Context: an optimization exercise on an open-source flow, tuned for small area, a short achievable clock period and few clock cycles per item. The choices shown serve that exercise and are no tape-out recipe. In this exercise RTL edits were held to simulation tests only and were not proved equivalent to the original. Power and IR drop assume default switching activity.

## flow/design.v (module list and top-level ports; edited modules follow where they fit)
// module fully_connected_core: 838 lines
// module fc_fa: 4 lines
// module fc_ctlout: 23 lines
// module fc_rdreg: 6 lines
// module fc_areg: 12 lines
// module fc_mreg: 12 lines
// module data_mover_bram: 330 lines
module data_mover_bram
#(
	parameter CNT_BIT = 31,
	parameter DWIDTH = 32,
	parameter AWIDTH = 12,
	parameter MEM_SIZE = 3481,
	parameter IN_DATA_WITDH = 32  
)
(
    input 				clk,
    input 				reset_n,
	input 				i_run,
	input  [CNT_BIT-1:0]	i_num_cnt,
	output   			o_idle,
	output   			o_read,
	output   			o_write,
	output  			o_done,
	output[AWIDTH-1:0] 	addr_b0,
	output 				ce_b0,
	output 				we_b0,
	input [DWIDTH-1:0]  q_b0,
	output[DWIDTH-1:0] 	d_b0,
	output[AWIDTH-1:0] 	addr_b1,
	output 				ce_b1,
	output 				we_b1,
	input [DWIDTH-1:0]  q_b1,
	output[DWIDTH-1:0] 	d_b1,
	output[AWIDTH-1:0] 	addr_b2,
	output 				ce_b2,
	output 				we_b2,
	input [DWIDTH-1:0]  q_b2,
	output[DWIDTH-1:0] 	d_b2,
	output[AWIDTH-1:0] 	addr_b3,
	output 				ce_b3,
	output 				we_b3,
	input [DWIDTH-1:0]  q_b3,
	output[DWIDTH-1:0] 	d_b3,
	output[AWIDTH-1:0] 	addr_b4,
	output 				ce_b4,
	output 				we_b4,
	input [DWIDTH-1:0]  q_b4,
	output[DWIDTH-1:0] 	d_b4,
	output[AWIDTH-1:0] 	addr_b5,
	output 				ce_b5,
	output 				we_b5,
	input [DWIDTH-1:0]  q_b5,
	output[DWIDTH-1:0] 	d_b5,
	output[AWIDTH-1:0] 	addr_b6,
	output 				ce_b6,
	output 				we_b6,
	input [DWIDTH-1:0]  q_b6,
	output[DWIDTH-1:0] 	d_b6,
	output[AWIDTH-1:0] 	addr_b7,
	output 				ce_b7,
	output 				we_b7,
	input [DWIDTH-1:0]  q_b7,
	output[DWIDTH-1:0] 	d_b7,
	output[AWIDTH-1:0] 	addr_b8,
	output 				ce_b8,
	output 				we_b8,
	input [DWIDTH-1:0]  q_b8,
	output[DWIDTH-1:0] 	d_b8,
	output[AWIDTH-1:0] 	addr_b9,
	output 				ce_b9,
	output 				we_b9,
	input [DWIDTH-1:0]  q_b9,
	output[DWIDTH-1:0] 	d_b9,
	output[AWIDTH-1:0] 	addr_b10,
	output 				ce_b10,
	output 				we_b10,
	input [DWIDTH-1:0]  q_b10,
	output[DWIDTH-1:0] 	d_b10,
	output[AWIDTH-1:0] 	addr_b11,
	output 				ce_b11,
	output 				we_b11,
	input [DWIDTH-1:0]  q_b11,
	output[DWIDTH-1:0] 	d_b11,
	output[AWIDTH-1:0] 	addr_b12,
	output 				ce_b12,
	output 				we_b12,
	input [DWIDTH-1:0]  q_b12,
	output[DWIDTH-1:0] 	d_b12,
	output[AWIDTH-1:0] 	addr_b13,
	output 				ce_b13,
	output 				we_b13,
	input [DWIDTH-1:0]  q_b13,
	output[DWIDTH-1:0] 	d_b13,
	output[AWIDTH-1:0] 	addr_b14,
	output 				ce_b14,
	output 				we_b14,
	input [DWIDTH-1:0]  q_b14,
	output[DWIDTH-1:0] 	d_b14,
	output[AWIDTH-1:0] 	addr_b15,
	output 				ce_b15,
	output 				we_b15,
	input [DWIDTH-1:0]  q_b15,
	output[DWIDTH-1:0] 	d_b15,
	output[AWIDTH-1:0] 	addr_b16,
	output 				ce_b16,
	output 				we_b16,
	input [DWIDTH-1:0]  q_b16,
	output[DWIDTH-1:0] 	d_b16,
	output[DWIDTH-1:0]  result_0,
	output[DWIDTH-1:0]  result_1,
	output[DWIDTH-1:0]  result_2,
	output[DWIDTH-1:0]  result_3,
	output[DWIDTH-1:0]  result_4,
	output[DWIDTH-1:0]  result_5,
	output[DWIDTH-1:0]  result_6,
	output[DWIDTH-1:0]  result_7,
	output[DWIDTH-1:0]  result_8,
	output[DWIDTH-1:0]  result_9,
	output[DWIDTH-1:0]  result_10,
	output[DWIDTH-1:0]  result_11,
	output[DWIDTH-1:0]  result_12,
	output[DWIDTH-1:0]  result_13,
	output[DWIDTH-1:0]  result_14,
	output[DWIDTH-1:0]  result_15
    );
  // ...
==> flow/flow/run.sh <==
#!/bin/bash
# Layout flow: the standard ORFS flow (standard.sh, with the standard synthesis), with
# these changes to how the layout is made:
#   - the port buffers that placement inserts start as buf_1 cells (the resizer sizes up
#     the ones on timing paths), not the delay cells it picks by default;
#   - antenna repair after detailed routing may take more rounds.
# ORFS writes each step's full log under orfs/logs/; make's own output goes to make.log.
set -euo pipefail
export BUFFER_PORTS_ARGS="-buffer_cell sky130_fd_sc_hd__buf_1"
export SETUP_SLACK_MARGIN=6.3
export MAX_REPAIR_ANTENNAS_ITER_DRT=15
bash standard.sh finish > make.log 2>&1
==> flow/standard.sh <==
#!/bin/bash
# synth_recipe.tcl (not shown) runs the flow's synth.tcl, then flattens the netlist and writes it again
# the make line also repeats each setting of config.mk as NAME=value (left out here)
make -C /OpenROAD-flow-scripts/flow DESIGN_CONFIG=/design/flow/config.mk WORK_HOME=/design/flow/orfs CLKGATE_MAP_FILE= SYNTH_SCRIPT=/design/flow/synth_recipe.tcl "${@:-finish}"
==> flow/config.mk <==
export PLATFORM = sky130hd
export DESIGN_NAME = data_mover_bram
export DESIGN_NICKNAME = data_mover_bram
export VERILOG_FILES = /design/flow/design.v
export SDC_FILE = /design/flow/constraint.sdc
export NUM_CORES = 8
export LEC_CHECK = 0
export CAP_MARGIN = 20
export CORE_MARGIN = 2
export CORE_UTILIZATION = 50
export CTS_CLUSTER_DIAMETER = 80
export CTS_CLUSTER_SIZE = 24
export SLEW_MARGIN = 20
export SYNTH_HIERARCHICAL = 1
==> flow/constraint.sdc <==
create_clock -name core_clock -period 10.0 [get_ports {clk}]
set_input_delay 2.0000 -clock core_clock [delete_from_list [all_inputs] [get_ports {clk}]]
set_output_delay 2.0000 -clock core_clock [all_outputs]
set_load 0.01 [all_outputs]
==> flow_metrics.py, run 1 <==
metrics = {
    "run_status": {
        "status": "no timing/DRC/antenna violations",
    },
    "critical_path": {
        "crit_cells": 11,
        "crit_path_start_kind": "flop",
        "cp_cell_sequence": "buf_6, ha_2, fa_2, a21o_1, a221o_2, o21ai_4, o41ai_4, o31ai_4, o31a_1, and3_2, buf_6",
        "required_ps": 10850,
    },
    "global_route": {
        "grt_max_degree": 192,
        "grt_pass1_wl_um": 1412000,
    },
    "power_and_ir_drop": {
        "top_power_group": "combinational cells",
        "power.share.clock_pct": 8.4,
        "vdd.ir_drop.worst_mv": 0.6628,
    },
    "route": {
        "highest_layer": "met5",
        "routedWlPerCell_um": 32.09,
        "post-route-drc-count": 0,
    },
    "final_layout": {
        "multi_input_area_share_pct": 64.61,
    },
    "clock_tree": {
        "clock_path_buffers": 4,
        "numClockSinks": 3203,
    },
    "timing": {
        "slew_headroom_pct": 23.32,
    },
    "logic_synthesis": {
        "ys.flop_type": "dfxtp_1",
        "synth_top_family_by_area": "adder cells",
        "ys_types": 73,
        "yosysWarnings": 12,
    },
    "floorplanning": {
        "fp.dieH_um": 715.0,
        "nWellTaps": 6706,
        "core_area_um2": 504500,
    },
    "worst_hold_path": {
        "worstHoldPathCells": 0,
    },
}
Testbench counts, summed over its fixed seeds: cycles 51,412, items 50,068.
==> module data_mover_bram, before the edit <==
module data_mover_bram
#(
	parameter CNT_BIT = 31,
	parameter DWIDTH = 32,
	parameter AWIDTH = 12,
	parameter MEM_SIZE = 3481,
	parameter IN_DATA_WITDH = 32  
)
(
    input 				clk,
    input 				reset_n,
	input 				i_run,
	input  [CNT_BIT-1:0]	i_num_cnt,
	output   			o_idle,
	output   			o_read,
	output   			o_write,
	output  			o_done,
	output[AWIDTH-1:0] 	addr_b0,
	output 				ce_b0,
	output 				we_b0,
	input [DWIDTH-1:0]  q_b0,
	output[DWIDTH-1:0] 	d_b0,
	output[AWIDTH-1:0] 	addr_b1,
	output 				ce_b1,
	output 				we_b1,
	input [DWIDTH-1:0]  q_b1,
	output[DWIDTH-1:0] 	d_b1,
	output[AWIDTH-1:0] 	addr_b2,
	output 				ce_b2,
	output 				we_b2,
	input [DWIDTH-1:0]  q_b2,
	output[DWIDTH-1:0] 	d_b2,
	output[AWIDTH-1:0] 	addr_b3,
	output 				ce_b3,
	output 				we_b3,
	input [DWIDTH-1:0]  q_b3,
	output[DWIDTH-1:0] 	d_b3,
	output[AWIDTH-1:0] 	addr_b4,
	output 				ce_b4,
	output 				we_b4,
	input [DWIDTH-1:0]  q_b4,
	output[DWIDTH-1:0] 	d_b4,
	output[AWIDTH-1:0] 	addr_b5,
	output 				ce_b5,
	output 				we_b5,
	input [DWIDTH-1:0]  q_b5,
	output[DWIDTH-1:0] 	d_b5,
	output[AWIDTH-1:0] 	addr_b6,
	output 				ce_b6,
	output 				we_b6,
	input [DWIDTH-1:0]  q_b6,
	output[DWIDTH-1:0] 	d_b6,
	output[AWIDTH-1:0] 	addr_b7,
	output 				ce_b7,
	output 				we_b7,
	input [DWIDTH-1:0]  q_b7,
	output[DWIDTH-1:0] 	d_b7,
	output[AWIDTH-1:0] 	addr_b8,
	output 				ce_b8,
	output 				we_b8,
	input [DWIDTH-1:0]  q_b8,
	output[DWIDTH-1:0] 	d_b8,
	output[AWIDTH-1:0] 	addr_b9,
	output 				ce_b9,
	output 				we_b9,
	input [DWIDTH-1:0]  q_b9,
	output[DWIDTH-1:0] 	d_b9,
	output[AWIDTH-1:0] 	addr_b10,
	output 				ce_b10,
	output 				we_b10,
	input [DWIDTH-1:0]  q_b10,
	output[DWIDTH-1:0] 	d_b10,
	output[AWIDTH-1:0] 	addr_b11,
	output 				ce_b11,
	output 				we_b11,
	input [DWIDTH-1:0]  q_b11,
	output[DWIDTH-1:0] 	d_b11,
	output[AWIDTH-1:0] 	addr_b12,
	output 				ce_b12,
	output 				we_b12,
	input [DWIDTH-1:0]  q_b12,
	output[DWIDTH-1:0] 	d_b12,
	output[AWIDTH-1:0] 	addr_b13,
	output 				ce_b13,
	output 				we_b13,
	input [DWIDTH-1:0]  q_b13,
	output[DWIDTH-1:0] 	d_b13,
	output[AWIDTH-1:0] 	addr_b14,
	output 				ce_b14,
	output 				we_b14,
	input [DWIDTH-1:0]  q_b14,
	output[DWIDTH-1:0] 	d_b14,
	output[AWIDTH-1:0] 	addr_b15,
	output 				ce_b15,
	output 				we_b15,
	input [DWIDTH-1:0]  q_b15,
	output[DWIDTH-1:0] 	d_b15,
	output[AWIDTH-1:0] 	addr_b16,
	output 				ce_b16,
	output 				we_b16,
	input [DWIDTH-1:0]  q_b16,
	output[DWIDTH-1:0] 	d_b16,
	output[DWIDTH-1:0]  result_0,
	output[DWIDTH-1:0]  result_1,
	output[DWIDTH-1:0]  result_2,
	output[DWIDTH-1:0]  result_3,
	output[DWIDTH-1:0]  result_4,
	output[DWIDTH-1:0]  result_5,
	output[DWIDTH-1:0]  result_6,
	output[DWIDTH-1:0]  result_7,
	output[DWIDTH-1:0]  result_8,
	output[DWIDTH-1:0]  result_9,
	output[DWIDTH-1:0]  result_10,
	output[DWIDTH-1:0]  result_11,
	output[DWIDTH-1:0]  result_12,
	output[DWIDTH-1:0]  result_13,
	output[DWIDTH-1:0]  result_14,
	output[DWIDTH-1:0]  result_15
    );
reg         st_idle, st_write, st_done;
reg         rd;                  
reg  [11:0] addr;                
wire        start = st_idle & i_run;
wire        last  = rd & (addr == 12'd0);
wire [11:0] addr_dec = (start ? i_num_cnt[11:0] : addr) - 12'd1;
reg  [5:1] lst;               
reg  [4:1] fst;               
wire        idle_nx  = st_done | (st_idle & ~i_run);
wire        write_nx = start | (st_write & ~lst[5]);
wire        done_nx  = lst[5];
wire        rd_nx    = start | (rd & ~last);
always @(posedge clk or negedge reset_n) begin
    if (!reset_n) begin
        st_idle  <= 1'b1;
        st_write <= 1'b0;
        st_done  <= 1'b0;
        rd       <= 1'b0;
        lst      <= {5{1'b0}};
        fst      <= {4{1'b0}};
    end else begin
        st_idle  <= idle_nx;
        st_write <= write_nx;
        st_done  <= done_nx;
        rd       <= rd_nx;
        lst      <= {lst[4:1], last};
        fst      <= {fst[3:1], start};
    end
end
always @(posedge clk) addr <= addr_dec;
fc_ctlout u_ctlout (
    .clk(clk), .reset_n(reset_n),
    .i_idle(idle_nx), .i_write(write_nx), .i_done(done_nx), .i_rd(rd_nx), .i_addr(addr_dec),
    .o_idle(o_idle), .o_write(o_write), .o_done(o_done), .o_rd(o_read), .o_addr(addr_b0));
fc_rdreg u_ce_b0 (.clk(clk), .reset_n(reset_n), .i_d(rd_nx), .o_q(ce_b0));
reg         rd_w;
reg  [11:0] addr_w;
always @(posedge clk or negedge reset_n) begin
    if (!reset_n) rd_w <= 1'b0;
    else          rd_w <= rd;
end
always @(posedge clk) addr_w <= addr;
reg         vld;                 
always @(posedge clk or negedge reset_n) begin
    if (!reset_n) vld <= 1'b0;
    else          vld <= rd;
end
reg  [31:0] n_r;
always @(posedge clk) n_r <= q_b0;    
wire [31:0] n = n_r;
reg         vld_w;               
always @(posedge clk or negedge reset_n) begin
    if (!reset_n) vld_w <= 1'b0;
    else          vld_w <= vld;
end
wire [31:0] m1 = n;
wire [31:0] m3 = n + {n[30:0], 1'b0};
wire [31:0] m1_0, m3_0;
fc_mreg u_mreg_0 (.clk(clk), .i_n1(m1), .i_n3(m3), .o_m1(m1_0), .o_m3(m3_0));
wire [31:0] m1_1, m3_1;
fc_mreg u_mreg_1 (.clk(clk), .i_n1(m1), .i_n3(m3), .o_m1(m1_1), .o_m3(m3_1));
wire [31:0] m1_2, m3_2;
fc_mreg u_mreg_2 (.clk(clk), .i_n1(m1), .i_n3(m3), .o_m1(m1_2), .o_m3(m3_2));
wire [31:0] m1_3, m3_3;
fc_mreg u_mreg_3 (.clk(clk), .i_n1(m1), .i_n3(m3), .o_m1(m1_3), .o_m3(m3_3));
wire [31:0] m1_4, m3_4;
fc_mreg u_mreg_4 (.clk(clk), .i_n1(m1), .i_n3(m3), .o_m1(m1_4), .o_m3(m3_4));
wire [31:0] m1_5, m3_5;
fc_mreg u_mreg_5 (.clk(clk), .i_n1(m1), .i_n3(m3), .o_m1(m1_5), .o_m3(m3_5));
wire [31:0] m1_6, m3_6;
fc_mreg u_mreg_6 (.clk(clk), .i_n1(m1), .i_n3(m3), .o_m1(m1_6), .o_m3(m3_6));
wire [31:0] m1_7, m3_7;
fc_mreg u_mreg_7 (.clk(clk), .i_n1(m1), .i_n3(m3), .o_m1(m1_7), .o_m3(m3_7));
assign we_b0 = 1'b0; assign d_b0 = 32'd0;
assign we_b1 = 1'b0; assign d_b1 = 32'd0;
assign we_b2 = 1'b0; assign d_b2 = 32'd0;
assign we_b3 = 1'b0; assign d_b3 = 32'd0;
assign we_b4 = 1'b0; assign d_b4 = 32'd0;
assign we_b5 = 1'b0; assign d_b5 = 32'd0;
assign we_b6 = 1'b0; assign d_b6 = 32'd0;
assign we_b7 = 1'b0; assign d_b7 = 32'd0;
assign we_b8 = 1'b0; assign d_b8 = 32'd0;
assign we_b9 = 1'b0; assign d_b9 = 32'd0;
assign we_b10 = 1'b0; assign d_b10 = 32'd0;
assign we_b11 = 1'b0; assign d_b11 = 32'd0;
assign we_b12 = 1'b0; assign d_b12 = 32'd0;
assign we_b13 = 1'b0; assign d_b13 = 32'd0;
assign we_b14 = 1'b0; assign d_b14 = 32'd0;
assign we_b15 = 1'b0; assign d_b15 = 32'd0;
assign we_b16 = 1'b0; assign d_b16 = 32'd0;
wire        ce_g0;
wire [11:0] addr_g0;
fc_areg u_areg_0 (.clk(clk), .i_rd(rd), .i_addr(addr), .o_ce(ce_g0), .o_addr(addr_g0));
assign ce_b1 = ce_g0; assign addr_b1 = addr_g0;
assign ce_b2 = ce_g0; assign addr_b2 = addr_g0;
wire        ce_g1;
wire [11:0] addr_g1;
fc_areg u_areg_1 (.clk(clk), .i_rd(rd), .i_addr(addr), .o_ce(ce_g1), .o_addr(addr_g1));
assign ce_b3 = ce_g1; assign addr_b3 = addr_g1;
assign ce_b4 = ce_g1; assign addr_b4 = addr_g1;
wire        ce_g2;
wire [11:0] addr_g2;
fc_areg u_areg_2 (.clk(clk), .i_rd(rd), .i_addr(addr), .o_ce(ce_g2), .o_addr(addr_g2));
assign ce_b5 = ce_g2; assign addr_b5 = addr_g2;
assign ce_b6 = ce_g2; assign addr_b6 = addr_g2;
wire        ce_g3;
wire [11:0] addr_g3;
fc_areg u_areg_3 (.clk(clk), .i_rd(rd), .i_addr(addr), .o_ce(ce_g3), .o_addr(addr_g3));
assign ce_b7 = ce_g3; assign addr_b7 = addr_g3;
assign ce_b8 = ce_g3; assign addr_b8 = addr_g3;
wire        ce_g4;
wire [11:0] addr_g4;
fc_areg u_areg_4 (.clk(clk), .i_rd(rd), .i_addr(addr), .o_ce(ce_g4), .o_addr(addr_g4));
assign ce_b9 = ce_g4; assign addr_b9 = addr_g4;
assign ce_b10 = ce_g4; assign addr_b10 = addr_g4;
wire        ce_g5;
wire [11:0] addr_g5;
fc_areg u_areg_5 (.clk(clk), .i_rd(rd), .i_addr(addr), .o_ce(ce_g5), .o_addr(addr_g5));
assign ce_b11 = ce_g5; assign addr_b11 = addr_g5;
assign ce_b12 = ce_g5; assign addr_b12 = addr_g5;
wire        ce_g6;
wire [11:0] addr_g6;
fc_areg u_areg_6 (.clk(clk), .i_rd(rd), .i_addr(addr), .o_ce(ce_g6), .o_addr(addr_g6));
assign ce_b13 = ce_g6; assign addr_b13 = addr_g6;
assign ce_b14 = ce_g6; assign addr_b14 = addr_g6;
wire        ce_g7;
wire [11:0] addr_g7;
fc_areg u_areg_7 (.clk(clk), .i_rd(rd), .i_addr(addr), .o_ce(ce_g7), .o_addr(addr_g7));
assign ce_b15 = ce_g7; assign addr_b15 = addr_g7;
assign ce_b16 = ce_g7; assign addr_b16 = addr_g7;
fully_connected_core u_lane_0 (
    .clk(clk), .i_clr_pre(fst[3]),
    .i_vld(vld_w),
    .i_m1(m1_0), .i_m3(m3_0),
    .i_wegt(q_b1), .o_result(result_0));
fully_connected_core u_lane_1 (
    .clk(clk), .i_clr_pre(fst[3]),
    .i_vld(vld_w),
    .i_m1(m1_0), .i_m3(m3_0),
    .i_wegt(q_b2), .o_result(result_1));
fully_connected_core u_lane_2 (
    .clk(clk), .i_clr_pre(fst[3]),
    .i_vld(vld_w),
    .i_m1(m1_1), .i_m3(m3_1),
    .i_wegt(q_b3), .o_result(result_2));
fully_connected_core u_lane_3 (
    .clk(clk), .i_clr_pre(fst[3]),
    .i_vld(vld_w),
    .i_m1(m1_1), .i_m3(m3_1),
    .i_wegt(q_b4), .o_result(result_3));
fully_connected_core u_lane_4 (
    .clk(clk), .i_clr_pre(fst[3]),
    .i_vld(vld_w),
    .i_m1(m1_2), .i_m3(m3_2),
    .i_wegt(q_b5), .o_result(result_4));
fully_connected_core u_lane_5 (
    .clk(clk), .i_clr_pre(fst[3]),
    .i_vld(vld_w),
    .i_m1(m1_2), .i_m3(m3_2),
    .i_wegt(q_b6), .o_result(result_5));
fully_connected_core u_lane_6 (
    .clk(clk), .i_clr_pre(fst[3]),
    .i_vld(vld_w),
    .i_m1(m1_3), .i_m3(m3_3),
    .i_wegt(q_b7), .o_result(result_6));
fully_connected_core u_lane_7 (
    .clk(clk), .i_clr_pre(fst[3]),
    .i_vld(vld_w),
    .i_m1(m1_3), .i_m3(m3_3),
    .i_wegt(q_b8), .o_result(result_7));
fully_connected_core u_lane_8 (
    .clk(clk), .i_clr_pre(fst[3]),
    .i_vld(vld_w),
    .i_m1(m1_4), .i_m3(m3_4),
    .i_wegt(q_b9), .o_result(result_8));
fully_connected_core u_lane_9 (
    .clk(clk), .i_clr_pre(fst[3]),
    .i_vld(vld_w),
    .i_m1(m1_4), .i_m3(m3_4),
    .i_wegt(q_b10), .o_result(result_9));
fully_connected_core u_lane_10 (
    .clk(clk), .i_clr_pre(fst[3]),
    .i_vld(vld_w),
    .i_m1(m1_5), .i_m3(m3_5),
    .i_wegt(q_b11), .o_result(result_10));
fully_connected_core u_lane_11 (
    .clk(clk), .i_clr_pre(fst[3]),
    .i_vld(vld_w),
    .i_m1(m1_5), .i_m3(m3_5),
    .i_wegt(q_b12), .o_result(result_11));
fully_connected_core u_lane_12 (
    .clk(clk), .i_clr_pre(fst[3]),
    .i_vld(vld_w),
    .i_m1(m1_6), .i_m3(m3_6),
    .i_wegt(q_b13), .o_result(result_12));
fully_connected_core u_lane_13 (
    .clk(clk), .i_clr_pre(fst[3]),
    .i_vld(vld_w),
    .i_m1(m1_6), .i_m3(m3_6),
    .i_wegt(q_b14), .o_result(result_13));
fully_connected_core u_lane_14 (
    .clk(clk), .i_clr_pre(fst[3]),
    .i_vld(vld_w),
    .i_m1(m1_7), .i_m3(m3_7),
    .i_wegt(q_b15), .o_result(result_14));
fully_connected_core u_lane_15 (
    .clk(clk), .i_clr_pre(fst[3]),
    .i_vld(vld_w),
    .i_m1(m1_7), .i_m3(m3_7),
    .i_wegt(q_b16), .o_result(result_15));
endmodule
==> run 2, diff against run 1 <==
--- a/flow/design.v
+++ b/flow/design.v
@@ -5,70 +5,70 @@
     input      [31:0] i_m1,        
     input      [31:0] i_m3,        
     input             i_vld,       
     input      [31:0] i_wegt,      
     output     [31:0] o_result
 );
 reg [54:0] e_r;
 wire [54:0] e_d;
-assign e_d[0] = ((i_wegt[0] & ~i_wegt[1] & ~i_wegt[2]) | (i_wegt[0] & i_wegt[1] & i_wegt[2])) & i_vld;
-assign e_d[1] = ((~i_wegt[0] & i_wegt[1] & ~i_wegt[2]) | (~i_wegt[0] & i_wegt[1] & i_wegt[2])) & i_vld;
-assign e_d[2] = ((i_wegt[0] & i_wegt[1] & ~i_wegt[2]) | (i_wegt[0] & ~i_wegt[1] & i_wegt[2])) & i_vld;
-assign e_d[3] = ((~i_wegt[0] & ~i_wegt[1] & i_wegt[2])) & i_vld;
+assign e_d[0] = (i_wegt[0] & ~i_wegt[1] & ~i_wegt[2]) | (i_wegt[0] & i_wegt[1] & i_wegt[2]);
+assign e_d[1] = (~i_wegt[0] & i_wegt[1] & ~i_wegt[2]) | (~i_wegt[0] & i_wegt[1] & i_wegt[2]);
+assign e_d[2] = (i_wegt[0] & i_wegt[1] & ~i_wegt[2]) | (i_wegt[0] & ~i_wegt[1] & i_wegt[2]);
+assign e_d[3] = (~i_wegt[0] & ~i_wegt[1] & i_wegt[2]);
 assign e_d[4] = (i_wegt[2]) & i_vld;
-assign e_d[5] = ((i_wegt[2] & ~i_wegt[3] & ~i_wegt[4] & ~i_wegt[5]) | (~i_wegt[2] & i_wegt[3] & ~i_wegt[4] & ~i_wegt[5]) | (i_wegt[2] & ~i_wegt[3] & i_wegt[4] & i_wegt[5]) | (~i_wegt[2] & i_wegt[3] & i_wegt[4] & i_wegt[5])) & i_vld;
-assign e_d[6] = ((i_wegt[2] & i_wegt[3] & ~i_wegt[4] & ~i_wegt[5]) | (~i_wegt[2] & ~i_wegt[3] & i_wegt[4] & ~i_wegt[5]) | (i_wegt[2] & i_wegt[3] & ~i_wegt[4] & i_wegt[5]) | (~i_wegt[2] & ~i_wegt[3] & i_wegt[4] & i_wegt[5])) & i_vld;
-assign e_d[7] = ((i_wegt[2] & ~i_wegt[3] & i_wegt[4] & ~i_wegt[5]) | (~i_wegt[2] & i_wegt[3] & i_wegt[4] & ~i_wegt[5]) | (i_wegt[2] & ~i_wegt[3] & ~i_wegt[4] & i_wegt[5]) | (~i_wegt[2] & i_wegt[3] & ~i_wegt[4] & i_wegt[5])) & i_vld;
-assign e_d[8] = ((i_wegt[2] & i_wegt[3] & i_wegt[4] & ~i_wegt[5]) | (~i_wegt[2] & ~i_wegt[3] & ~i_wegt[4] & i_wegt[5])) & i_vld;
+assign e_d[5] = (i_wegt[2] & ~i_wegt[3] & ~i_wegt[4] & ~i_wegt[5]) | (~i_wegt[2] & i_wegt[3] & ~i_wegt[4] & ~i_wegt[5]) | (i_wegt[2] & ~i_wegt[3] & i_wegt[4] & i_wegt[5]) | (~i_wegt[2] & i_wegt[3] & i_wegt[4] & i_wegt[5]);
+assign e_d[6] = (i_wegt[2] & i_wegt[3] & ~i_wegt[4] & ~i_wegt[5]) | (~i_wegt[2] & ~i_wegt[3] & i_wegt[4] & ~i_wegt[5]) | (i_wegt[2] & i_wegt[3] & ~i_wegt[4] & i_wegt[5]) | (~i_wegt[2] & ~i_wegt[3] & i_wegt[4] & i_wegt[5]);
+assign e_d[7] = (i_wegt[2] & ~i_wegt[3] & i_wegt[4] & ~i_wegt[5]) | (~i_wegt[2] & i_wegt[3] & i_wegt[4] & ~i_wegt[5]) | (i_wegt[2] & ~i_wegt[3] & ~i_wegt[4] & i_wegt[5]) | (~i_wegt[2] & i_wegt[3] & ~i_wegt[4] & i_wegt[5]);
+assign e_d[8] = (i_wegt[2] & i_wegt[3] & i_wegt[4] & ~i_wegt[5]) | (~i_wegt[2] & ~i_wegt[3] & ~i_wegt[4] & i_wegt[5]);
 assign e_d[9] = (i_wegt[5]) & i_vld;
-assign e_d[10] = ((i_wegt[5] & ~i_wegt[6] & ~i_wegt[7] & ~i_wegt[8]) | (~i_wegt[5] & i_wegt[6] & ~i_wegt[7] & ~i_wegt[8]) | (i_wegt[5] & ~i_wegt[6] & i_wegt[7] & i_wegt[8]) | (~i_wegt[5] & i_wegt[6] & i_wegt[7] & i_wegt[8])) & i_vld;
-assign e_d[11] = ((i_wegt[5] & i_wegt[6] & ~i_wegt[7] & ~i_wegt[8]) | (~i_wegt[5] & ~i_wegt[6] & i_wegt[7] & ~i_wegt[8]) | (i_wegt[5] & i_wegt[6] & ~i_wegt[7] & i_wegt[8]) | (~i_wegt[5] & ~i_wegt[6] & i_wegt[7] & i_wegt[8])) & i_vld;
-assign e_d[12] = ((i_wegt[5] & ~i_wegt[6] & i_wegt[7] & ~i_wegt[8]) | (~i_wegt[5] & i_wegt[6] & i_wegt[7] & ~i_wegt[8]) | (i_wegt[5] & ~i_wegt[6] & ~i_wegt[7] & i_wegt[8]) | (~i_wegt[5] & i_wegt[6] & ~i_wegt[7] & i_wegt[8])) & i_vld;
-assign e_d[13] = ((i_wegt[5] & i_wegt[6] & i_wegt[7] & ~i_wegt[8]) | (~i_wegt[5] & ~i_wegt[6] & ~i_wegt[7] & i_wegt[8])) & i_vld;
+assign e_d[10] = (i_wegt[5] & ~i_wegt[6] & ~i_wegt[7] & ~i_wegt[8]) | (~i_wegt[5] & i_wegt[6] & ~i_wegt[7] & ~i_wegt[8]) | (i_wegt[5] & ~i_wegt[6] & i_wegt[7] & i_wegt[8]) | (~i_wegt[5] & i_wegt[6] & i_wegt[7] & i_wegt[8]);
+assign e_d[11] = (i_wegt[5] & i_wegt[6] & ~i_wegt[7] & ~i_wegt[8]) | (~i_wegt[5] & ~i_wegt[6] & i_wegt[7] & ~i_wegt[8]) | (i_wegt[5] & i_wegt[6] & ~i_wegt[7] & i_wegt[8]) | (~i_wegt[5] & ~i_wegt[6] & i_wegt[7] & i_wegt[8]);
+assign e_d[12] = (i_wegt[5] & ~i_wegt[6] & i_wegt[7] & ~i_wegt[8]) | (~i_wegt[5] & i_wegt[6] & i_wegt[7] & ~i_wegt[8]) | (i_wegt[5] & ~i_wegt[6] & ~i_wegt[7] & i_wegt[8]) | (~i_wegt[5] & i_wegt[6] & ~i_wegt[7] & i_wegt[8]);
+assign e_d[13] = (i_wegt[5] & i_wegt[6] & i_wegt[7] & ~i_wegt[8]) | (~i_wegt[5] & ~i_wegt[6] & ~i_wegt[7] & i_wegt[8]);
 assign e_d[14] = (i_wegt[8]) & i_vld;
-assign e_d[15] = ((i_wegt[8] & ~i_wegt[9] & ~i_wegt[10] & ~i_wegt[11]) | (~i_wegt[8] & i_wegt[9] & ~i_wegt[10] & ~i_wegt[11]) | (i_wegt[8] & ~i_wegt[9] & i_wegt[10] & i_wegt[11]) | (~i_wegt[8] & i_wegt[9] & i_wegt[10] & i_wegt[11])) & i_vld;
-assign e_d[16] = ((i_wegt[8] & i_wegt[9] & ~i_wegt[10] & ~i_wegt[11]) | (~i_wegt[8] & ~i_wegt[9] & i_wegt[10] & ~i_wegt[11]) | (i_wegt[8] & i_wegt[9] & ~i_wegt[10] & i_wegt[11]) | (~i_wegt[8] & ~i_wegt[9] & i_wegt[10] & i_wegt[11])) & i_vld;
-assign e_d[17] = ((i_wegt[8] & ~i_wegt[9] & i_wegt[10] & ~i_wegt[11]) | (~i_wegt[8] & i_wegt[9] & i_wegt[10] & ~i_wegt[11]) | (i_wegt[8] & ~i_wegt[9] & ~i_wegt[10] & i_wegt[11]) | (~i_wegt[8] & i_wegt[9] & ~i_wegt[10] & i_wegt[11])) & i_vld;
-assign e_d[18] = ((i_wegt[8] & i_wegt[9] & i_wegt[10] & ~i_wegt[11]) | (~i_wegt[8] & ~i_wegt[9] & ~i_wegt[10] & i_wegt[11])) & i_vld;
+assign e_d[15] = (i_wegt[8] & ~i_wegt[9] & ~i_wegt[10] & ~i_wegt[11]) | (~i_wegt[8] & i_wegt[9] & ~i_wegt[10] & ~i_wegt[11]) | (i_wegt[8] & ~i_wegt[9] & i_wegt[10] & i_wegt[11]) | (~i_wegt[8] & i_wegt[9] & i_wegt[10] & i_wegt[11]);
+assign e_d[16] = (i_wegt[8] & i_wegt[9] & ~i_wegt[10] & ~i_wegt[11]) | (~i_wegt[8] & ~i_wegt[9] & i_wegt[10] & ~i_wegt[11]) | (i_wegt[8] & i_wegt[9] & ~i_wegt[10] & i_wegt[11]) | (~i_wegt[8] & ~i_wegt[9] & i_wegt[10] & i_wegt[11]);
+assign e_d[17] = (i_wegt[8] & ~i_wegt[9] & i_wegt[10] & ~i_wegt[11]) | (~i_wegt[8] & i_wegt[9] & i_wegt[10] & ~i_wegt[11]) | (i_wegt[8] & ~i_wegt[9] & ~i_wegt[10] & i_wegt[11]) | (~i_wegt[8] & i_wegt[9] & ~i_wegt[10] & i_wegt[11]);
+assign e_d[18] = (i_wegt[8] & i_wegt[9] & i_wegt[10] & ~i_wegt[11]) | (~i_wegt[8] & ~i_wegt[9] & ~i_wegt[10] & i_wegt[11]);
 assign e_d[19] = (i_wegt[11]) & i_vld;
-assign e_d[20] = ((i_wegt[11] & ~i_wegt[12] & ~i_wegt[13] & ~i_wegt[14]) | (~i_wegt[11] & i_wegt[12] & ~i_wegt[13] & ~i_wegt[14]) | (i_wegt[11] & ~i_wegt[12] & i_wegt[13] & i_wegt[14]) | (~i_wegt[11] & i_wegt[12] & i_wegt[13] & i_wegt[14])) & i_vld;
-assign e_d[21] = ((i_wegt[11] & i_wegt[12] & ~i_wegt[13] & ~i_wegt[14]) | (~i_wegt[11] & ~i_wegt[12] & i_wegt[13] & ~i_wegt[14]) | (i_wegt[11] & i_wegt[12] & ~i_wegt[13] & i_wegt[14]) | (~i_wegt[11] & ~i_wegt[12] & i_wegt[13] & i_wegt[14])) & i_vld;
-assign e_d[22] = ((i_wegt[11] & ~i_wegt[12] & i_wegt[13] & ~i_wegt[14]) | (~i_wegt[11] & i_wegt[12] & i_wegt[13] & ~i_wegt[14]) | (i_wegt[11] & ~i_wegt[12] & ~i_wegt[13] & i_wegt[14]) | (~i_wegt[11] & i_wegt[12] & ~i_wegt[13] & i_wegt[14])) & i_vld;
-assign e_d[23] = ((i_wegt[11] & i_wegt[12] & i_wegt[13] & ~i_wegt[14]) | (~i_wegt[11] & ~i_wegt[12] & ~i_wegt[13] & i_wegt[14])) & i_vld;
+assign e_d[20] = (i_wegt[11] & ~i_wegt[12] & ~i_wegt[13] & ~i_wegt[14]) | (~i_wegt[11] & i_wegt[12] & ~i_wegt[13] & ~i_wegt[14]) | (i_wegt[11] & ~i_wegt[12] & i_wegt[13] & i_wegt[14]) | (~i_wegt[11] & i_wegt[12] & i_wegt[13] & i_wegt[14]);
+assign e_d[21] = (i_wegt[11] & i_wegt[12] & ~i_wegt[13] & ~i_wegt[14]) | (~i_wegt[11] & ~i_wegt[12] & i_wegt[13] & ~i_wegt[14]) | (i_wegt[11] & i_wegt[12] & ~i_wegt[13] & i_wegt[14]) | (~i_wegt[11] & ~i_wegt[12] & i_wegt[13] & i_wegt[14]);
+assign e_d[22] = (i_wegt[11] & ~i_wegt[12] & i_wegt[13] & ~i_wegt[14]) | (~i_wegt[11] & i_wegt[12] & i_wegt[13] & ~i_wegt[14]) | (i_wegt[11] & ~i_wegt[12] & ~i_wegt[13] & i_wegt[14]) | (~i_wegt[11] & i_wegt[12] & ~i_wegt[13] & i_wegt[14]);
+assign e_d[23] = (i_wegt[11] & i_wegt[12] & i_wegt[13] & ~i_wegt[14]) | (~i_wegt[11] & ~i_wegt[12] & ~i_wegt[13] & i_wegt[14]);
 assign e_d[24] = (i_wegt[14]) & i_vld;
-assign e_d[25] = ((i_wegt[14] & ~i_wegt[15] & ~i_wegt[16] & ~i_wegt[17]) | (~i_wegt[14] & i_wegt[15] & ~i_wegt[16] & ~i_wegt[17]) | (i_wegt[14] & ~i_wegt[15] & i_wegt[16] & i_wegt[17]) | (~i_wegt[14] & i_wegt[15] & i_wegt[16] & i_wegt[17])) & i_vld;
-assign e_d[26] = ((i_wegt[14] & i_wegt[15] & ~i_wegt[16] & ~i_wegt[17]) | (~i_wegt[14] & ~i_wegt[15] & i_wegt[16] & ~i_wegt[17]) | (i_wegt[14] & i_wegt[15] & ~i_wegt[16] & i_wegt[17]) | (~i_wegt[14] & ~i_wegt[15] & i_wegt[16] & i_wegt[17])) & i_vld;
-assign e_d[27] = ((i_wegt[14] & ~i_wegt[15] & i_wegt[16] & ~i_wegt[17]) | (~i_wegt[14] & i_wegt[15] & i_wegt[16] & ~i_wegt[17]) | (i_wegt[14] & ~i_wegt[15] & ~i_wegt[16] & i_wegt[17]) | (~i_wegt[14] & i_wegt[15] & ~i_wegt[16] & i_wegt[17])) & i_vld;
-assign e_d[28] = ((i_wegt[14] & i_wegt[15] & i_wegt[16] & ~i_wegt[17]) | (~i_wegt[14] & ~i_wegt[15] & ~i_wegt[16] & i_wegt[17])) & i_vld;
+assign e_d[25] = (i_wegt[14] & ~i_wegt[15] & ~i_wegt[16] & ~i_wegt[17]) | (~i_wegt[14] & i_wegt[15] & ~i_wegt[16] & ~i_wegt[17]) | (i_wegt[14] & ~i_wegt[15] & i_wegt[16] & i_wegt[17]) | (~i_wegt[14] & i_wegt[15] & i_wegt[16] & i_wegt[17]);
+assign e_d[26] = (i_wegt[14] & i_wegt[15] & ~i_wegt[16] & ~i_wegt[17]) | (~i_wegt[14] & ~i_wegt[15] & i_wegt[16] & ~i_wegt[17]) | (i_wegt[14] & i_wegt[15] & ~i_wegt[16] & i_wegt[17]) | (~i_wegt[14] & ~i_wegt[15] & i_wegt[16] & i_wegt[17]);
+assign e_d[27] = (i_wegt[14] & ~i_wegt[15] & i_wegt[16] & ~i_wegt[17]) | (~i_wegt[14] & i_wegt[15] & i_wegt[16] & ~i_wegt[17]) | (i_wegt[14] & ~i_wegt[15] & ~i_wegt[16] & i_wegt[17]) | (~i_wegt[14] & i_wegt[15] & ~i_wegt[16] & i_wegt[17]);
+assign e_d[28] = (i_wegt[14] & i_wegt[15] & i_wegt[16] & ~i_wegt[17]) | (~i_wegt[14] & ~i_wegt[15] & ~i_wegt[16] & i_wegt[17]);
 assign e_d[29] = (i_wegt[17]) & i_vld;
-assign e_d[30] = ((i_wegt[17] & ~i_wegt[18] & ~i_wegt[19] & ~i_wegt[20]) | (~i_wegt[17] & i_wegt[18] & ~i_wegt[19] & ~i_wegt[20]) | (i_wegt[17] & ~i_wegt[18] & i_wegt[19] & i_wegt[20]) | (~i_wegt[17] & i_wegt[18] & i_wegt[19] & i_wegt[20])) & i_vld;
-assign e_d[31] = ((i_wegt[17] & i_wegt[18] & ~i_wegt[19] & ~i_wegt[20]) | (~i_wegt[17] & ~i_wegt[18] & i_wegt[19] & ~i_wegt[20]) | (i_wegt[17] & i_wegt[18] & ~i_wegt[19] & i_wegt[20]) | (~i_wegt[17] & ~i_wegt[18] & i_wegt[19] & i_wegt[20])) & i_vld;
-assign e_d[32] = ((i_wegt[17] & ~i_wegt[18] & i_wegt[19] & ~i_wegt[20]) | (~i_wegt[17] & i_wegt[18] & i_wegt[19] & ~i_wegt[20]) | (i_wegt[17] & ~i_wegt[18] & ~i_wegt[19] & i_wegt[20]) | (~i_wegt[17] & i_wegt[18] & ~i_wegt[19] & i_wegt[20])) & i_vld;
-assign e_d[33] = ((i_wegt[17] & i_wegt[18] & i_wegt[19] & ~i_wegt[20]) | (~i_wegt[17] & ~i_wegt[18] & ~i_wegt[19] & i_wegt[20])) & i_vld;
+assign e_d[30] = (i_wegt[17] & ~i_wegt[18] & ~i_wegt[19] & ~i_wegt[20]) | (~i_wegt[17] & i_wegt[18] & ~i_wegt[19] & ~i_wegt[20]) | (i_wegt[17] & ~i_wegt[18] & i_wegt[19] & i_wegt[20]) | (~i_wegt[17] & i_wegt[18] & i_wegt[19] & i_wegt[20]);
+assign e_d[31] = (i_wegt[17] & i_wegt[18] & ~i_wegt[19] & ~i_wegt[20]) | (~i_wegt[17] & ~i_wegt[18] & i_wegt[19] & ~i_wegt[20]) | (i_wegt[17] & i_wegt[18] & ~i_wegt[19] & i_wegt[20]) | (~i_wegt[17] & ~i_wegt[18] & i_wegt[19] & i_wegt[20]);
+assign e_d[32] = (i_wegt[17] & ~i_wegt[18] & i_wegt[19] & ~i_wegt[20]) | (~i_wegt[17] & i_wegt[18] & i_wegt[19] & ~i_wegt[20]) | (i_wegt[17] & ~i_wegt[18] & ~i_wegt[19] & i_wegt[20]) | (~i_wegt[17] & i_wegt[18] & ~i_wegt[19] & i_wegt[20]);
+assign e_d[33] = (i_wegt[17] & i_wegt[18] & i_wegt[19] & ~i_wegt[20]) | (~i_wegt[17] & ~i_wegt[18] & ~i_wegt[19] & i_wegt[20]);
 assign e_d[34] = (i_wegt[20]) & i_vld;
-assign e_d[35] = ((i_wegt[20] & ~i_wegt[21] & ~i_wegt[22] & ~i_wegt[23]) | (~i_wegt[20] & i_wegt[21] & ~i_wegt[22] & ~i_wegt[23]) | (i_wegt[20] & ~i_wegt[21] & i_wegt[22] & i_wegt[23]) | (~i_wegt[20] & i_wegt[21] & i_wegt[22] & i_wegt[23])) & i_vld;
-assign e_d[36] = ((i_wegt[20] & i_wegt[21] & ~i_wegt[22] & ~i_wegt[23]) | (~i_wegt[20] & ~i_wegt[21] & i_wegt[22] & ~i_wegt[23]) | (i_wegt[20] & i_wegt[21] & ~i_wegt[22] & i_wegt[23]) | (~i_wegt[20] & ~i_wegt[21] & i_wegt[22] & i_wegt[23])) & i_vld;
-assign e_d[37] = ((i_wegt[20] & ~i_wegt[21] & i_wegt[22] & ~i_wegt[23]) | (~i_wegt[20] & i_wegt[21] & i_wegt[22] & ~i_wegt[23]) | (i_wegt[20] & ~i_wegt[21] & ~i_wegt[22] & i_wegt[23]) | (~i_wegt[20] & i_wegt[21] & ~i_wegt[22] & i_wegt[23])) & i_vld;
-assign e_d[38] = ((i_wegt[20] & i_wegt[21] & i_wegt[22] & ~i_wegt[23]) | (~i_wegt[20] & ~i_wegt[21] & ~i_wegt[22] & i_wegt[23])) & i_vld;
+assign e_d[35] = (i_wegt[20] & ~i_wegt[21] & ~i_wegt[22] & ~i_wegt[23]) | (~i_wegt[20] & i_wegt[21] & ~i_wegt[22] & ~i_wegt[23]) | (i_wegt[20] & ~i_wegt[21] & i_wegt[22] & i_wegt[23]) | (~i_wegt[20] & i_wegt[21] & i_wegt[22] & i_wegt[23]);
+assign e_d[36] = (i_wegt[20] & i_wegt[21] & ~i_wegt[22] & ~i_wegt[23]) | (~i_wegt[20] & ~i_wegt[21] & i_wegt[22] & ~i_wegt[23]) | (i_wegt[20] & i_wegt[21] & ~i_wegt[22] & i_wegt[23]) | (~i_wegt[20] & ~i_wegt[21] & i_wegt[22] & i_wegt[23]);
+assign e_d[37] = (i_wegt[20] & ~i_wegt[21] & i_wegt[22] & ~i_wegt[23]) | (~i_wegt[20] & i_wegt[21] & i_wegt[22] & ~i_wegt[23]) | (i_wegt[20] & ~i_wegt[21] & ~i_wegt[22] & i_wegt[23]) | (~i_wegt[20] & i_wegt[21] & ~i_wegt[22] & i_wegt[23]);
+assign e_d[38] = (i_wegt[20] & i_wegt[21] & i_wegt[22] & ~i_wegt[23]) | (~i_wegt[20] & ~i_wegt[21] & ~i_wegt[22] & i_wegt[23]);
 assign e_d[39] = (i_wegt[23]) & i_vld;
-assign e_d[40] = ((i_wegt[23] & ~i_wegt[24] & ~i_wegt[25] & ~i_wegt[26]) | (~i_wegt[23] & i_wegt[24] & ~i_wegt[25] & ~i_wegt[26]) | (i_wegt[23] & ~i_wegt[24] & i_wegt[25] & i_wegt[26]) | (~i_wegt[23] & i_wegt[24] & i_wegt[25] & i_wegt[26])) & i_vld;
-assign e_d[41] = ((i_wegt[23] & i_wegt[24] & ~i_wegt[25] & ~i_wegt[26]) | (~i_wegt[23] & ~i_wegt[24] & i_wegt[25] & ~i_wegt[26]) | (i_wegt[23] & i_wegt[24] & ~i_wegt[25] & i_wegt[26]) | (~i_wegt[23] & ~i_wegt[24] & i_wegt[25] & i_wegt[26])) & i_vld;
-assign e_d[42] = ((i_wegt[23] & ~i_wegt[24] & i_wegt[25] & ~i_wegt[26]) | (~i_wegt[23] & i_wegt[24] & i_wegt[25] & ~i_wegt[26]) | (i_wegt[23] & ~i_wegt[24] & ~i_wegt[25] & i_wegt[26]) | (~i_wegt[23] & i_wegt[24] & ~i_wegt[25] & i_wegt[26])) & i_vld;
-assign e_d[43] = ((i_wegt[23] & i_wegt[24] & i_wegt[25] & ~i_wegt[26]) | (~i_wegt[23] & ~i_wegt[24] & ~i_wegt[25] & i_wegt[26])) & i_vld;
+assign e_d[40] = (i_wegt[23] & ~i_wegt[24] & ~i_wegt[25] & ~i_wegt[26]) | (~i_wegt[23] & i_wegt[24] & ~i_wegt[25] & ~i_wegt[26]) | (i_wegt[23] & ~i_wegt[24] & i_wegt[25] & i_wegt[26]) | (~i_wegt[23] & i_wegt[24] & i_wegt[25] & i_wegt[26]);
+assign e_d[41] = (i_wegt[23] & i_wegt[24] & ~i_wegt[25] & ~i_wegt[26]) | (~i_wegt[23] & ~i_wegt[24] & i_wegt[25] & ~i_wegt[26]) | (i_wegt[23] & i_wegt[24] & ~i_wegt[25] & i_wegt[26]) | (~i_wegt[23] & ~i_wegt[24] & i_wegt[25] & i_wegt[26]);
+assign e_d[42] = (i_wegt[23] & ~i_wegt[24] & i_wegt[25] & ~i_wegt[26]) | (~i_wegt[23] & i_wegt[24] & i_wegt[25] & ~i_wegt[26]) | (i_wegt[23] & ~i_wegt[24] & ~i_wegt[25] & i_wegt[26]) | (~i_wegt[23] & i_wegt[24] & ~i_wegt[25] & i_wegt[26]);
+assign e_d[43] = (i_wegt[23] & i_wegt[24] & i_wegt[25] & ~i_wegt[26]) | (~i_wegt[23] & ~i_wegt[24] & ~i_wegt[25] & i_wegt[26]);
 assign e_d[44] = (i_wegt[26]) & i_vld;
-assign e_d[45] = ((i_wegt[26] & ~i_wegt[27] & ~i_wegt[28] & ~i_wegt[29]) | (~i_wegt[26] & i_wegt[27] & ~i_wegt[28] & ~i_wegt[29]) | (i_wegt[26] & ~i_wegt[27] & i_wegt[28] & i_wegt[29]) | (~i_wegt[26] & i_wegt[27] & i_wegt[28] & i_wegt[29])) & i_vld;
-assign e_d[46] = ((i_wegt[26] & i_wegt[27] & ~i_wegt[28] & ~i_wegt[29]) | (~i_wegt[26] & ~i_wegt[27] & i_wegt[28] & ~i_wegt[29]) | (i_wegt[26] & i_wegt[27] & ~i_wegt[28] & i_wegt[29]) | (~i_wegt[26] & ~i_wegt[27] & i_wegt[28] & i_wegt[29])) & i_vld;
-assign e_d[47] = ((i_wegt[26] & ~i_wegt[27] & i_wegt[28] & ~i_wegt[29]) | (~i_wegt[26] & i_wegt[27] & i_wegt[28] & ~i_wegt[29]) | (i_wegt[26] & ~i_wegt[27] & ~i_wegt[28] & i_wegt[29]) | (~i_wegt[26] & i_wegt[27] & ~i_wegt[28] & i_wegt[29])) & i_vld;
-assign e_d[48] = ((i_wegt[26] & i_wegt[27] & i_wegt[28] & ~i_wegt[29]) | (~i_wegt[26] & ~i_wegt[27] & ~i_wegt[28] & i_wegt[29])) & i_vld;
+assign e_d[45] = (i_wegt[26] & ~i_wegt[27] & ~i_wegt[28] & ~i_wegt[29]) | (~i_wegt[26] & i_wegt[27] & ~i_wegt[28] & ~i_wegt[29]) | (i_wegt[26] & ~i_wegt[27] & i_wegt[28] & i_wegt[29]) | (~i_wegt[26] & i_wegt[27] & i_wegt[28] & i_wegt[29]);
+assign e_d[46] = (i_wegt[26] & i_wegt[27] & ~i_wegt[28] & ~i_wegt[29]) | (~i_wegt[26] & ~i_wegt[27] & i_wegt[28] & ~i_wegt[29]) | (i_wegt[26] & i_wegt[27] & ~i_wegt[28] & i_wegt[29]) | (~i_wegt[26] & ~i_wegt[27] & i_wegt[28] & i_wegt[29]);
+assign e_d[47] = (i_wegt[26] & ~i_wegt[27] & i_wegt[28] & ~i_wegt[29]) | (~i_wegt[26] & i_wegt[27] & i_wegt[28] & ~i_wegt[29]) | (i_wegt[26] & ~i_wegt[27] & ~i_wegt[28] & i_wegt[29]) | (~i_wegt[26] & i_wegt[27] & ~i_wegt[28] & i_wegt[29]);
+assign e_d[48] = (i_wegt[26] & i_wegt[27] & i_wegt[28] & ~i_wegt[29]) | (~i_wegt[26] & ~i_wegt[27] & ~i_wegt[28] & i_wegt[29]);
 assign e_d[49] = (i_wegt[29]) & i_vld;
-assign e_d[50] = ((i_wegt[29] & ~i_wegt[30] & ~i_wegt[31] & ~i_wegt[31]) | (~i_wegt[29] & i_wegt[30] & ~i_wegt[31] & ~i_wegt[31]) | (i_wegt[29] & ~i_wegt[30] & i_wegt[31] & i_wegt[31]) | (~i_wegt[29] & i_wegt[30] & i_wegt[31] & i_wegt[31])) & i_vld;
-assign e_d[51] = ((i_wegt[29] & i_wegt[30] & ~i_wegt[31] & ~i_wegt[31]) | (~i_wegt[29] & ~i_wegt[30] & i_wegt[31] & ~i_wegt[31]) | (i_wegt[29] & i_wegt[30] & ~i_wegt[31] & i_wegt[31]) | (~i_wegt[29] & ~i_wegt[30] & i_wegt[31] & i_wegt[31])) & i_vld;
-assign e_d[52] = ((i_wegt[29] & ~i_wegt[30] & i_wegt[31] & ~i_wegt[31]) | (~i_wegt[29] & i_wegt[30] & i_wegt[31] & ~i_wegt[31]) | (i_wegt[29] & ~i_wegt[30] & ~i_wegt[31] & i_wegt[31]) | (~i_wegt[29] & i_wegt[30] & ~i_wegt[31] & i_wegt[31])) & i_vld;
-assign e_d[53] = ((i_wegt[29] & i_wegt[30] & i_wegt[31] & ~i_wegt[31]) | (~i_wegt[29] & ~i_wegt[30] & ~i_wegt[31] & i_wegt[31])) & i_vld;
+assign e_d[50] = (i_wegt[29] & ~i_wegt[30] & ~i_wegt[31] & ~i_wegt[31]) | (~i_wegt[29] & i_wegt[30] & ~i_wegt[31] & ~i_wegt[31]) | (i_wegt[29] & ~i_wegt[30] & i_wegt[31] & i_wegt[31]) | (~i_wegt[29] & i_wegt[30] & i_wegt[31] & i_wegt[31]);
+assign e_d[51] = (i_wegt[29] & i_wegt[30] & ~i_wegt[31] & ~i_wegt[31]) | (~i_wegt[29] & ~i_wegt[30] & i_wegt[31] & ~i_wegt[31]) | (i_wegt[29] & i_wegt[30] & ~i_wegt[31] & i_wegt[31]) | (~i_wegt[29] & ~i_wegt[30] & i_wegt[31] & i_wegt[31]);
+assign e_d[52] = (i_wegt[29] & ~i_wegt[30] & i_wegt[31] & ~i_wegt[31]) | (~i_wegt[29] & i_wegt[30] & i_wegt[31] & ~i_wegt[31]) | (i_wegt[29] & ~i_wegt[30] & ~i_wegt[31] & i_wegt[31]) | (~i_wegt[29] & i_wegt[30] & ~i_wegt[31] & i_wegt[31]);
+assign e_d[53] = (i_wegt[29] & i_wegt[30] & i_wegt[31] & ~i_wegt[31]) | (~i_wegt[29] & ~i_wegt[30] & ~i_wegt[31] & i_wegt[31]);
 assign e_d[54] = (i_wegt[31]) & i_vld;
 always @(posedge clk) e_r <= e_d;
 wire s0_1 = e_r[0];
 wire s0_2 = e_r[1];
 wire s0_3 = e_r[2];
 wire s0_4 = e_r[3];
 wire n0 = e_r[4];
 wire s1_1 = e_r[5];
@@ -1057,17 +1057,17 @@
 end
 always @(posedge clk) addr_w <= addr;
 reg         vld;                 
 always @(posedge clk or negedge reset_n) begin
     if (!reset_n) vld <= 1'b0;
     else          vld <= rd;
 end
 reg  [31:0] n_r;
-always @(posedge clk) n_r <= q_b0;    
+always @(posedge clk) n_r <= q_b0 & {32{vld}};    
 wire [31:0] n = n_r;
 reg         vld_w;               
 always @(posedge clk or negedge reset_n) begin
     if (!reset_n) vld_w <= 1'b0;
     else          vld_w <= vld;
 end
 wire [31:0] m1 = n;
 wire [31:0] m3 = n + {n[30:0], 1'b0};
==> run 2 against run 1 <==
  * Critical path type is now flop to output pin
  * Critical endpoint is now o_idle
  * Still clean on timing, DRC and antenna
  * Clock skew increased by 12 ps
  * Largest power group unchanged
  * Combinational power about the same
  * Non-clock buffer count decreased by 46
  * Core utilization increased by 0.20 points
  * Count of clock-buffer cells in the layout increased by 2
  * Final cell count decreased by 1.5%
  * Area after synthesis decreased by 0.99%
  * Die area decreased by 0.98%
  * Total power increased by 0.27%
  * Synthesized cell count decreased by 1.7%
==> flow_metrics.py, run 2 <==
metrics = {
    "logic_synthesis": {
        "yosysMostFrequentCell": "xnor2_1",
        "ys_types": 74,
        "seq_area_frac_synth_pct": 25.66,
        "syn_inst": 23770,
        "synthArstFlopShare_pct": 0.5932,
        "synth-seq-cells": 3203,
        "yosys-top-cells-area": "dfxtp_1 25%, fa_1 19%, xnor2_1 13%, a22o_1 9.2%, a221oi_1 8.7%",
        "syn_area_per_cell_um2": 10.53,
        "synth_edf_count": 0,
        "synth.top_cell.area_share_pct": 25.47,
        "yosysWarnings": 12,
        "synth_common_cells": "3850 x xnor2_1, 3184 x dfxtp_1, 2640 x a22o_1",
        "synth.largest_area_cell": "dfxtp_1",
        "netlist_area_um2": 250300,
        "ys.flop_type": "dfxtp_1",
    },
    "floorplanning": {
        "die-area_um2": 506200,
        "num_rows": 259,
        "start_util_pct": 50.25,
        "die_w_um": 711.5,
        "core_area_um2": 498100,
        "pin_count": 1876,
        "fp.dieH_um": 711.5,
    },
    "power_and_ir_drop": {
        "vdd.ir_drop.worst_mv": 0.6945,
        "p_leak_nw": 99.63,
        "powerDensity_nw_per_um2": 438.7,
    },
    "timing": {
        "slew_headroom_pct": 15.91,
        "fin_crit_sh_pct": 36.83,
        "hold_ws_ps": 355.3,
        "fin_ws_ps": 6317,
        "setup_viol": 0,
        "tightest_slew_ps": 1259,
        "finalCriticalPeriod_ps": 3683,
        "finalHoldViolCount": 0,
        "rsz0062_at_grt": "true",
        "final.setup_skew_ps": 61.40,
        "slew_violations": 0,
        "tns_ps": 0,
        "fmax_ghz": 0.2715,
    },
    "run_status": {
        "status": "no timing/DRC/antenna violations",
    },
    "route": {
        "via_count": 203900,
        "ant_nets": 0,
        "routedWlPerCell_um": 31.84,
        "firstDrtPassIters": 13,
        "drtIter0Drc": 26060,
        "post_drt_via_cell_ratio": 6.678,
        "post-route-drc-count": 0,
        "wl_um": 972000,
    },
    "placement": {
        "placed_cells": 29790,
        "port_buffers": 1295,
        "dpl.hpwl_um": 678600,
        "routabilityCongestion": 0.9567,
        "place_ws_ps": 5504,
    },
    "critical_path": {
        "rrSetupSlack_ps": 6320,
        "crit_family": "flip-flops",
        "crit_path_start_kind": "flop",
        "slowest_stage": "dfstp_2",
        "slowest_delay_ps": 590,
        "required_ps": 8000,
        "critPathArrivalTime_ps": 1680,
        "path_class": "flop to output pin",
        "worst-path-buf-inv": 1,
        "end_kind": "output pin",
        "cp_cell_sequence": "buf_6",
        "worstPathMaxFanout": 1,
    },
    "global_route": {
        "grt_max_degree": 63,
        "grt_pass1_vias": 193000,
        "overflow": 0,
        "grt_pass1_wl_um": 1385000,
        "grtUsageTotal_pct": 36.63,
        "antenna_found_initial": 290,
    },
    "clock_tree": {
        "cts-root-buf": "clkbuf_16",
        "clock_path_buffers": 4,
        "insertion_delay_ps": 1010,
        "cts_tree": "yes",
        "cts_inserted_buffers": 208,
        "clkTransAtPathRegs_ps": 90,
        "numClockSinks": 3203,
        "htree_levels": 4,
    },
    "final_layout": {
        "fin_util_pct": 53.97,
        "final_cell_mix": "3805 x xnor2_1, 2769 x dfxtp_1, 2640 x a22o_1",
        "final_common_cell": "xnor2_1",
        "syn2layout_area_growth_pct": 7.412,
        "multiInputGateArea_um2": 173500,
        "layout-drive-gt1-share_pct": 10.54,
        "layout.cells.non_filler": 30530,
        "final-seq-area_um2": 64960,
        "nets": 27340,
        "fill_cells": 44380,
    },
    "flow_run": {
        "drv_cap": 0,
    },
    "worst_hold_path": {
        "worstHoldPathType": "flop to flop",
    },
}
## run 2: cell count changes after synthesis, moves of 146 or more
cell      previous run  this run
xor2_1             560       253
and3_1             149         3
xnor2_1           3542      3850
nor2b_1            611       770
a21boi_0           148         2
## run 2: final cells by class
class	instances	area share, %
multi-input combinational	17640	64.54
inverter	188	0.2625
timing repair buffer	2147	4.872
clock buffer	232	2.023
clock inverter	129	0.7274
sequential	3203	24.16
antenna	335	0.3118
tap	6655	3.097
## run 2: layer usage
layer | part of all wire (%) | wire, um | global-route usage (%)
met4 | 7.4 | 71560 | 23.89
met1 | 38 | 367300 | 46.34
met2 | 43 | 418400 | 53.75
met3 | 12 | 114200 | 11.69
met5 | 0.058 | 560 | 0.03771
## run 2: per-module statistics from Yosys (local to each module, per instance), excerpt
module / area [um2] / cells inside
data_mover_bram: 8527 / 1045
fully_connected_core: 11410 / 1236
fc_areg: 260.2 / 13
fc_fa: 20.02 / 1
fc_ctlout: 341.6 / 16
fc_mreg: 1281 / 64
## run 2: per-stage QoR
step	instance area, um2	power, mW
floorplan	252400	83.23
global placement	256300	104.6
detailed placement	256400	105.5
CTS	265600	116.7
global route	268400	128.6
finish	268800	117.9
## run 2: repair_timing
action | 4_1_cts | 5_1_grt
pin swaps | 41 | 108
endpoints found under the setup margin | 388 | 106
hold buffers | 0 | 0
buffers inserted | 16 | 20
resized for setup | 726 | 512
cloned | 0 | 10
## run 2: worst paths after layout
kind,from,end,cells past startpoint
max reg2reg,u_mreg_6.o_m3[15]$_DFF_P_,u_lane_12.r0_r[31]$_DFF_P_,11
min reg2reg,fst[1]$_DFF_PN0_,fst[2]$_DFF_PN0_,0
min in group asynchronous,reset_n,u_ctlout.o_rd$_DFF_PN0_,2
max in group asynchronous,reset_n,vld_w$_DFF_PN0_,2
min,fst[1]$_DFF_PN0_,fst[2]$_DFF_PN0_,0
max,u_ctlout.o_idle$_DFF_PN1_,o_idle,1
## run 2: logic make-up after synthesis
family	share of synthesized area [%]
buf+inv	6.615
fa+ha+maj	23.98
other cells	0.02549
compound gates	23.17
flops	25.66
simple gates	5.935
xor+xnor	14.57
mux	0.04449
## run 2: where the power goes
group          total, mW  switching, mW  internal, mW
Combinational       85.6           47.3          38.4
Sequential          22.3           3.62          18.7
Clock               9.98           5.39          4.58
Total                118           56.3          61.7
Testbench counts of run 2, summed over its fixed seeds: cycles 51,412, items 50,068.
==> run 3, diff against run 2 <==
--- a/flow/config.mk
+++ b/flow/config.mk
@@ -5,10 +5,10 @@
 export SDC_FILE = /design/flow/constraint.sdc
 export NUM_CORES = 8
 export LEC_CHECK = 0
-export CAP_MARGIN = 20
+export CAP_MARGIN = 40
 export CORE_MARGIN = 2
-export CORE_UTILIZATION = 50
+export CORE_UTILIZATION = 60
 export CTS_CLUSTER_DIAMETER = 80
 export CTS_CLUSTER_SIZE = 24
-export SLEW_MARGIN = 20
+export SLEW_MARGIN = 40
 export SYNTH_HIERARCHICAL = 1
==> run 3 against run 2 <==
  * Setup slack got worse by 94 ps
  * Sequential power barely moved
  * First-iteration DRC count rose by 4.9%
  * Register-to-register slack got worse by 90 ps
  * Critical path depth rose by 9
  * Combinational power fell by 0.6%
  * Wire length fell by 4.0%
  * Sequential cell count did not move
  * Total power fell by 1.1%
  * Core utilization rose by 9.9 points
  * Largest cell class unchanged
==> flow_metrics.py, run 3 <==
metrics = {
    "run_status": {
        "status": "no timing/DRC/antenna violations",
    },
    "floorplanning": {
        "pin_count": 1876,
        "die-area_um2": 422300,
        "die_w_um": 649.9,
        "core_area_um2": 416000,
        "fp.dieH_um": 649.9,
    },
    "critical_path": {
        "rrSetupSlack_ps": 6220,
        "crit_path_start_kind": "flop",
        "required_ps": 10840,
        "worstPathMaxFanout": 15,
        "end_kind": "flop",
        "r2r-start": "n_r[21]$_DFF_P_",
        "critPathArrivalTime_ps": 4620,
        "r2r_cells": 10,
    },
    "power_and_ir_drop": {
        "pwr-share-seq_pct": 19.1,
        "p_sw_mw": 55.52,
        "power.share.clock_pct": 7.9,
        "p_sw_share_pct": 47.61,
    },
    "global_route": {
        "antenna_found_initial": 260,
        "grt_max_degree": 96,
        "grt_pass1_wl_um": 1339000,
        "grt_pass1_vias": 192100,
        "overflow": 0,
        "grtUsageTotal_pct": 42.27,
    },
    "logic_synthesis": {
        "seq_area_frac_synth_pct": 25.66,
        "yosysWarnings": 12,
        "synth_common_cells": "3850 x xnor2_1, 3184 x dfxtp_1, 2640 x a22o_1",
        "syn_inst": 23770,
        "netlist_area_um2": 250300,
        "yosysMostFrequentCell": "xnor2_1",
        "synthArstFlopShare_pct": 0.5932,
        "ys.flop_type": "dfxtp_1",
        "synth.largest_area_cell": "dfxtp_1",
        "syn_area_per_cell_um2": 10.53,
    },
    "placement": {
        "routabilityCongestion": 0.9720,
        "post_dp_cell_area_um2": 255000,
        "dpl.hpwl_um": 647000,
        "port_buffers": 1295,
    },
    "clock_tree": {
        "insertion_delay_ps": 1040,
        "cts_inserted_buffers": 193,
        "clock_path_buffers": 4,
        "cts-root-buf": "clkbuf_16",
        "numClockSinks": 3203,
        "htree_levels": 4,
        "clkTransAtPathRegs_ps": 90,
    },
    "timing": {
        "finalHoldViolCount": 0,
        "tns_ps": 0,
        "rsz0062_at_grt": "true",
        "setup_viol": 0,
        "slew_headroom_pct": 41.22,
        "finalCriticalPeriod_ps": 3777,
        "final.setup_skew_ps": 72.21,
        "fin_crit_sh_pct": 37.77,
    },
    "route": {
        "wl_um": 932700,
        "ant_nets": 0,
        "wl_met2_um": 406600,
        "post_drt_via_cell_ratio": 6.983,
        "wl_met3_um": 109900,
        "wl_met1_um": 328700,
        "routedWlPerCell_um": 31.82,
        "post-route-drc-count": 0,
    },
    "worst_hold_path": {
        "holdCritStartpoint": "lst[4]$_DFF_PN0_",
        "worstHoldPathType": "flop to flop",
        "min_to": "lst[5]$_DFF_PN0_",
        "worstHoldPathCells": 0,
    },
    "flow_run": {
        "drv_cap": 0,
    },
    "final_layout": {
        "final_cell_mix": "3810 x xnor2_1, 2784 x dfxtp_1, 2640 x a22o_1",
        "nets": 27310,
        "final_common_cell": "xnor2_1",
        "fill_cells": 34290,
        "fin_util_pct": 63.91,
    },
}
## run 3: per-module statistics from Yosys, one instance, submodules excluded
module | copies in the design | cell area (um2) | cells | flops+latches
data_mover_bram | 1 | 8527 | 1045 | 58
fc_areg | 8 | 260.2 | 13 | 13
fc_ctlout | 1 | 341.6 | 16 | 16
fc_fa | 2320 | 20.02 | 1 | 0
fc_mreg | 8 | 1281 | 64 | 64
fc_rdreg | 1 | 25.02 | 1 | 1
fully_connected_core | 16 | 11410 | 1236 | 157
## run 3: stage by stage
step / power, mW / hold WS, ps / instances / setup WS [ps]
2_1_floorplan: 83.23 / 325.8 / 24330 / 6315
3_3_place_gp: 103.6 / 332.0 / 28620 / 5436
3_5_place_dp: 104.9 / 334.7 / 28620 / 5594
4_1_cts: 115.0 / 356.4 / 28950 / 6286
5_1_grt: 126.7 / 361.8 / 29140 / 6202
6_report: 116.6 / 355.2 / 29310 / 6223
## run 3: area by class of cell
class	count	area [um2]	area share, %
inverter	188	705.7	0.2654
clock inverter	94	1396	0.5252
clock buffer	225	5147	1.936
antenna	337	843.3	0.3172
timing repair buffer	2125	12620	4.747
tap	5497	6878	2.587
multi-input combinational	17640	173400	65.20
sequential	3203	64930	24.42
## run 3: worst max path at each step
stage	depth (start not counted)	endpoint	slack (ps)	start
2_1_floorplan	10	addr[6]$_DFF_P_	6310	i_run
3_3_place_gp	9	u_mreg_6.o_m3[17]$_DFF_P_	5440	n_r[0]$_DFF_P_
3_5_place_dp	9	u_ctlout.o_addr[9]$_DFF_P_	5590	i_run
4_1_cts	1	o_idle	6290	u_ctlout.o_idle$_DFF_PN1_
5_1_grt	14	u_lane_10.acc[30]$_DFF_P_	6200	u_lane_10.i_clr$_DFF_P_
6_report	10	u_mreg_0.o_m3[28]$_DFF_P_	6220	n_r[21]$_DFF_P_
## run 3: what timing repair did
item | 4_1_cts | 5_1_grt
cloned | 0 | 8
pin swaps | 17 | 75
setup endpoints to repair | 334 | 117
gates resized for setup | 457 | 543
hold buffers | 0 | 0
buffers inserted | 6 | 18
## run 3: critical path: stages (launching register included)
cell	delay, ps
dfxtp_2	340
buf_6	440
ha_1	470
a21oi_1	420
o21bai_1	150
a221oi_1	320
o21ai_0	110
a21oi_1	170
o41ai_2	140
xor2_4	380
buf_4	570
## run 3: logic make-up (layout without fill, tap and decap cells)
kind of cell | after synthesis | in the layout | share of synthesized area [%]
buf+inv | 3490 | 2632 | 6.615
flops | 3203 | 3203 | 25.66
simple gates | 2643 | 2643 | 5.935
compound gates | 6899 | 6899 | 23.17
other cells | 17 | 914 | 0.02549
mux | 11 | 11 | 0.04449
xor+xnor | 4135 | 4135 | 14.57
fa+ha+maj | 3376 | 3376 | 23.98
## run 3: power groups by stage
stage	Clock, mW	Combinational, mW	Sequential (mW)
finish	9.23	85.1	22.2
global route	9.77	94.3	22.6
CTS	9.34	83.5	22.2
detailed placement	0	82.5	22.4
global placement	0	81.3	22.3
floorplan	0	61.8	21.4
## run 3: per-layer routing
metal	vias up	global-route usage (%)
met5	-	0.6678
met4	42	33.14
met3	3554	12.77
met2	14840	63.27
met1	101100	50.73
li1	85150	-

==> separate check: timing with driven ports <==
The flow's constraints put no driver on any port. The routed layouts listed below were extracted and timed again, unchanged, in two steps. Step 1, drivers: a clkbuf_16 drives clk and a buf_2 each remaining input, both assumed. Step 2 times the ports against the registers' clock, not the clock port: input delays grow and output delays shrink by t, the midpoint of the rising clock arrivals with the driver on. Three values: no drivers, after step 1, after step 2; two values: the first two.
run	shift t [ns]	setup WS [ns]
run 1	1.127	6.242 / 6.180 / 5.667
run 2	1.119	6.317 / 6.182 / 5.492
run 3	1.135	6.223 / 6.179 / 5.558
After both steps setup and hold are still met in every run listed.
